Background: an optimization exercise with open tools, aiming at a short achievable clock period and few clock cycles. Do not read the settings as production practice. At most, simulation tests tie the RTL to the original design; equivalence was not proved. Power figures rest on the tool's default switching activity, not on a simulated workload.

Design datapath, start of the top module:
module datapath (input clock, reset,
		 output [31:0] imem_addr,
		 input  [31:0] imem_rdata,
		 output        dmem_we,
		 output [31:0] dmem_addr, dmem_wdata,
		 input  [31:0] dmem_rdata);
Size: about 9200 cells after synthesis, roughly 1800 flip-flops, about 160 I/O pins.
Settings: LEC_CHECK=0, CAP_MARGIN=20, CORE_MARGIN=2, CORE_UTILIZATION=40, SETUP_SLACK_MARGIN=0.15, SLEW_MARGIN=20; clock period 5.8 ns.
run.sh (not shown) runs the stock make flow with config.mk's settings and CLKGATE_MAP_FILE= SYNTH_SCRIPT=/design/flow/synth_recipe.tcl, a recipe that flattens the netlist after the stock synthesis.
Testbench counts at the start, summed over its fixed seeds: cycles 55,984.
==> next run, changes <==
Settings changed: SETUP_SLACK_MARGIN 0.15 to 3.0.
Outcome: Cell count grows by a few percent. Clock power is about the same. Critical path depth went up by 3. Sequential cell count does not change. Maximum frequency climbs by a quarter to a third. Design area is higher by about a fifth. Non-clock buffer count rose by 774. Via count goes up by a little under a tenth. Hold slack gets worse by 0.036 ns. Wire length rose by about a fifth. Synthesized area is unchanged.

* * *

datapath, a different RTL version from the one above (not shown whole).
For scale: ~13000 cells after synthesis, about 3100 flip-flops, about 160 I/O pins, roughly 160000 sq um of cells after synthesis.
Design datapath, start of the top module:
module datapath (input clock, reset,
		 output [31:0] imem_addr,
		 input  [31:0] imem_rdata,
		 output        dmem_we,
		 output [31:0] dmem_addr, dmem_wdata,
		 input  [31:0] dmem_rdata);
reg [31:2] pcw;		 
wire [31:0] pc_f = {pcw, 2'b00};
reg        v_d, pred_d, spred_d, lpf_d;
reg [31:0] ins_d, pc4_d, rsv_d, rtv_d;
reg [31:2] pcs_d;
reg [3:0]  pj4_d;
reg [16:0] blo_d;
reg [13:0] pch_d, pchi_d, pchd_d;
reg        he_rs, he_rt, hm_rs, hm_rt;	 
reg        mf_d, ldst_d;
reg [31:0] a_e, b_e, sd_e, alt_e, bt_e;
reg        sld_e, lta_e, ltb_e;
reg        we_e, ld_e, st_e, br_e, brl_e, inv_e, eq_e, crs_e, mul_e, msg_e, kill_e;
reg [4:0]  wr_e;
reg        arith_e, sub_e, xp_e, xg_e, xt_e, xn_e, xb_e, sls_e, slu_e, mhi_e, mlo_e;
reg [31:0] res_m, sd_m;
reg        we_m, ld_m, st_m;
reg [4:0]  wr_m;
reg        bl_m, inv_l, eq_l, crs_l;
reg [31:0] alt_l, bt_l;
reg [31:0] wd_w;
reg        we_w;
reg [4:0]  wr_w;
reg [31:0] ma, hi0, hi1;
reg [32:0] lo;
reg [50:0] mdig;
reg        msg, mv1, mv2;
reg [511:0] mrows8;
reg [127:0] mrows2;
reg [31:0] rf [1:31];
wire stall_d, redirect, redirect_m;
wire [31:0] redirect_pc;
wire [31:0] memval = ld_m ? dmem_rdata : res_m;
wire [31:0] ins_f = imem_rdata;
wire [4:0]  rs_f = ins_f[25:21];
wire [4:0]  rt_f = ins_f[20:16];
wire [31:0] pc4_f = pc_f + 32'd4;
localparam NL = 8;
localparam LTB = 12;
reg [NL-1:0] lv, lconf;
reg [LTB-1:0] ltag [0:NL-1];
reg [LTB-1:0] ltagp [0:NL-1];	 
reg [7:0]  lcnt [0:NL-1];
reg [7:0]  ltrip [0:NL-1];
reg        lflip_q;
reg [LTB-1:0] ltg_e, ltg_l;
reg        cinv_e, cinv_l, lpf_e, lpf_l;
reg [NL-1:0] lhit_d, lhit_e, lhit_l;
integer lh;
always @* for (lh = 0; lh < NL; lh = lh + 1) lhit_d[lh] = lv[lh] & (ltag[lh] == pcs_d[LTB+1:2]);
wire [5:0]  op_f = ins_f[31:26];
wire jmp_f = op_f == 6'b000010;
wire beq_f = op_f == 6'b000100;
wire bne_f = op_f == 6'b000101;
wire same_f = rs_f == rt_f;
  ...
Settings: LEC_CHECK=0, CAP_MARGIN=25, CORE_MARGIN=2, CORE_UTILIZATION=40, SETUP_SLACK_MARGIN=3.2, SLEW_MARGIN=20; clock period 5.8 ns.
standard.sh (not shown) runs the stock make flow with config.mk's settings and CLKGATE_MAP_FILE= SYNTH_SCRIPT=/design/flow/synth_recipe.tcl, a recipe that flattens the netlist after the stock synthesis.
==> flow/flow/run.sh <==
#!/bin/bash
# Layout flow: the standard flow, with synthesis mapping the logic through ABC with a
# delay-oriented script (flow/speed.abc) in place of the default one. Everything else,
# including the registers that synthesis produces, is the standard flow's.
set -euo pipefail
here=$(pwd)
bash standard.sh SYNTH_SCRIPT=$here/flow/synth.tcl finish > $here/standard.log 2>&1
==> flow/flow/speed.abc <==
&get -n
&st
&dch
&nf
&put
buffer -c
topo
stime -c
upsize -c
dnsize -c
==> flow/flow/synth.tcl <==
# The standard flow's synthesis script, with the ABC mapping script replaced by flow/speed.abc
set ::speed_abc [file join [file dirname [file normalize [info script]]] speed.abc]
proc abc {args} {
  set i [lsearch $args -script]
  lset args [expr {$i + 1}] $::speed_abc
  yosys abc {*}$args
}
source [file join [file dirname [file dirname [file normalize [info script]]]] synth_recipe.tcl]
The starting point finished clean.
Next try:
--- a/flow/config.mk
+++ b/flow/config.mk
@@ -10,0 +11,2 @@
+export CTS_CLUSTER_DIAMETER = 120
+export CTS_CLUSTER_SIZE = 25
- The changed run finished with timing, DRC and antenna clean
- wire length decreases slightly
- synthesized cell count stays the same
- first-iteration DRC count goes up slightly
- design area went down by a few percent
- cell count fell slightly
No run of this note included a check of the RTL's function; only the layout flow was run.

* * *

datapath, a different RTL version from the one above (not shown whole).
Size: ~21000 cells after synthesis, roughly 170000 um2 of cells after synthesis.
export LEC_CHECK = 0
export CAP_MARGIN = 25
export CORE_MARGIN = 2
export CORE_UTILIZATION = 40
export SETUP_SLACK_MARGIN = 3.2
export SLEW_MARGIN = 20
create_clock -name core_clock -period 5.8 [get_ports {clock}]
==> flow/flow/run.sh <==
#!/bin/bash
# Layout flow: the standard flow, with synthesis mapping all the logic, adders
# included, through ABC with a delay-oriented script (flow/speed.abc) in place of the
# default one and without the fixed full/half-adder cells, and the ports buffered with
# sky130_fd_sc_hd__buf_8 (the default choice is a slow delay cell). Everything else,
# including the registers that synthesis produces, is the standard flow's.
set -euo pipefail
here=$(pwd)
bash standard.sh SYNTH_SCRIPT=$here/flow/synth.tcl ADDER_MAP_FILE= "BUFFER_PORTS_ARGS=-buffer_cell sky130_fd_sc_hd__buf_8" finish > $here/standard.log 2>&1
==> flow/flow/speed.abc <==
strash
dch
map -D 1000
buffer -c
topo
stime -c
upsize -c
dnsize -c
Scripts as last shown in full above: flow/flow/synth.tcl
The baseline passed the timing, design-rule and antenna checks.
Testbench counts at the start, summed over its fixed seeds: cycles 52,274.
Then changed:
==> flow/flow/run.sh (replaced) <==
#!/bin/bash
# Layout flow: the standard flow, with synthesis mapping the logic through ABC with a
# delay-oriented script (flow/speed.abc) in place of the default one, and the ports
# buffered with sky130_fd_sc_hd__buf_8 (the default choice is a slow delay cell).
# Everything else, including the registers that synthesis produces, is the standard flow's.
set -euo pipefail
here=$(pwd)
bash standard.sh SYNTH_SCRIPT=$here/flow/synth.tcl "BUFFER_PORTS_ARGS=-buffer_cell sky130_fd_sc_hd__buf_8" finish > $here/standard.log 2>&1
==> flow/flow/speed.abc (replaced) <==
&get -n
&st
&dch
&nf
&put
buffer -c
topo
stime -c
upsize -c
dnsize -c
Result: Die area drops by a little under a tenth; routed wire length drops by about a fifth; flip-flop and latch count does not change; first-iteration DRC count drops by a quarter to a third.

port drivers added, routing unchanged:
How much do the figures lean on ideal ports? The routed layouts below were timed once more, with nothing changed but the port constraints. Step 1 (the two cells are an assumption about what drives the block):
set clk [get_ports {clock}]
set_driving_cell -lib_cell sky130_fd_sc_hd__clkbuf_16 $clk
set_driving_cell -lib_cell sky130_fd_sc_hd__buf_2 [delete_from_list [all_inputs] $clk]
Step 2 adds t to the input delays and takes it off the output delays; t is the mean of the earliest and latest rising clock arrival at the registers after step 1. Input paths then give back, and output paths get back, about the clock's delay inside the block. Three values: no drivers, after step 1, after step 2; two values: the first two.
| run | t (ns) | slack for setup (ns) | hold WS [ns] |
|---|---|---|---|
| the first run of note 1 | 0.999 | 0.460 / 0.460 / 0.460 | 0.337 / 0.337 / 0.337 |
| the second run of note 1 | 0.979 | 1.464 / 1.464 / 1.165 | 0.301 / 0.301 / 0.301 |
| the first run of note 2 | 1.098 | 2.791 / 2.746 / 1.766 | 0.251 / 0.251 / 0.251 |
| the second run of note 2 | 1.046 | 2.861 / 2.783 / 1.785 | 0.303 / 0.303 / 0.303 |
| the first run of note 3 | 1.079 | 3.053 / 2.943 / 1.909 | 0.280 / 0.193 / 0.326 |
| the second run of note 3 | 1.070 | 2.932 / 2.849 / 1.780 | 0.308 / 0.258 / 0.322 |
After both steps setup and hold are still met in every run listed. The setup slack of the second run of note 3, which loses most, moves by -0.083 ns with the drivers and by -1.152 ns with both steps.
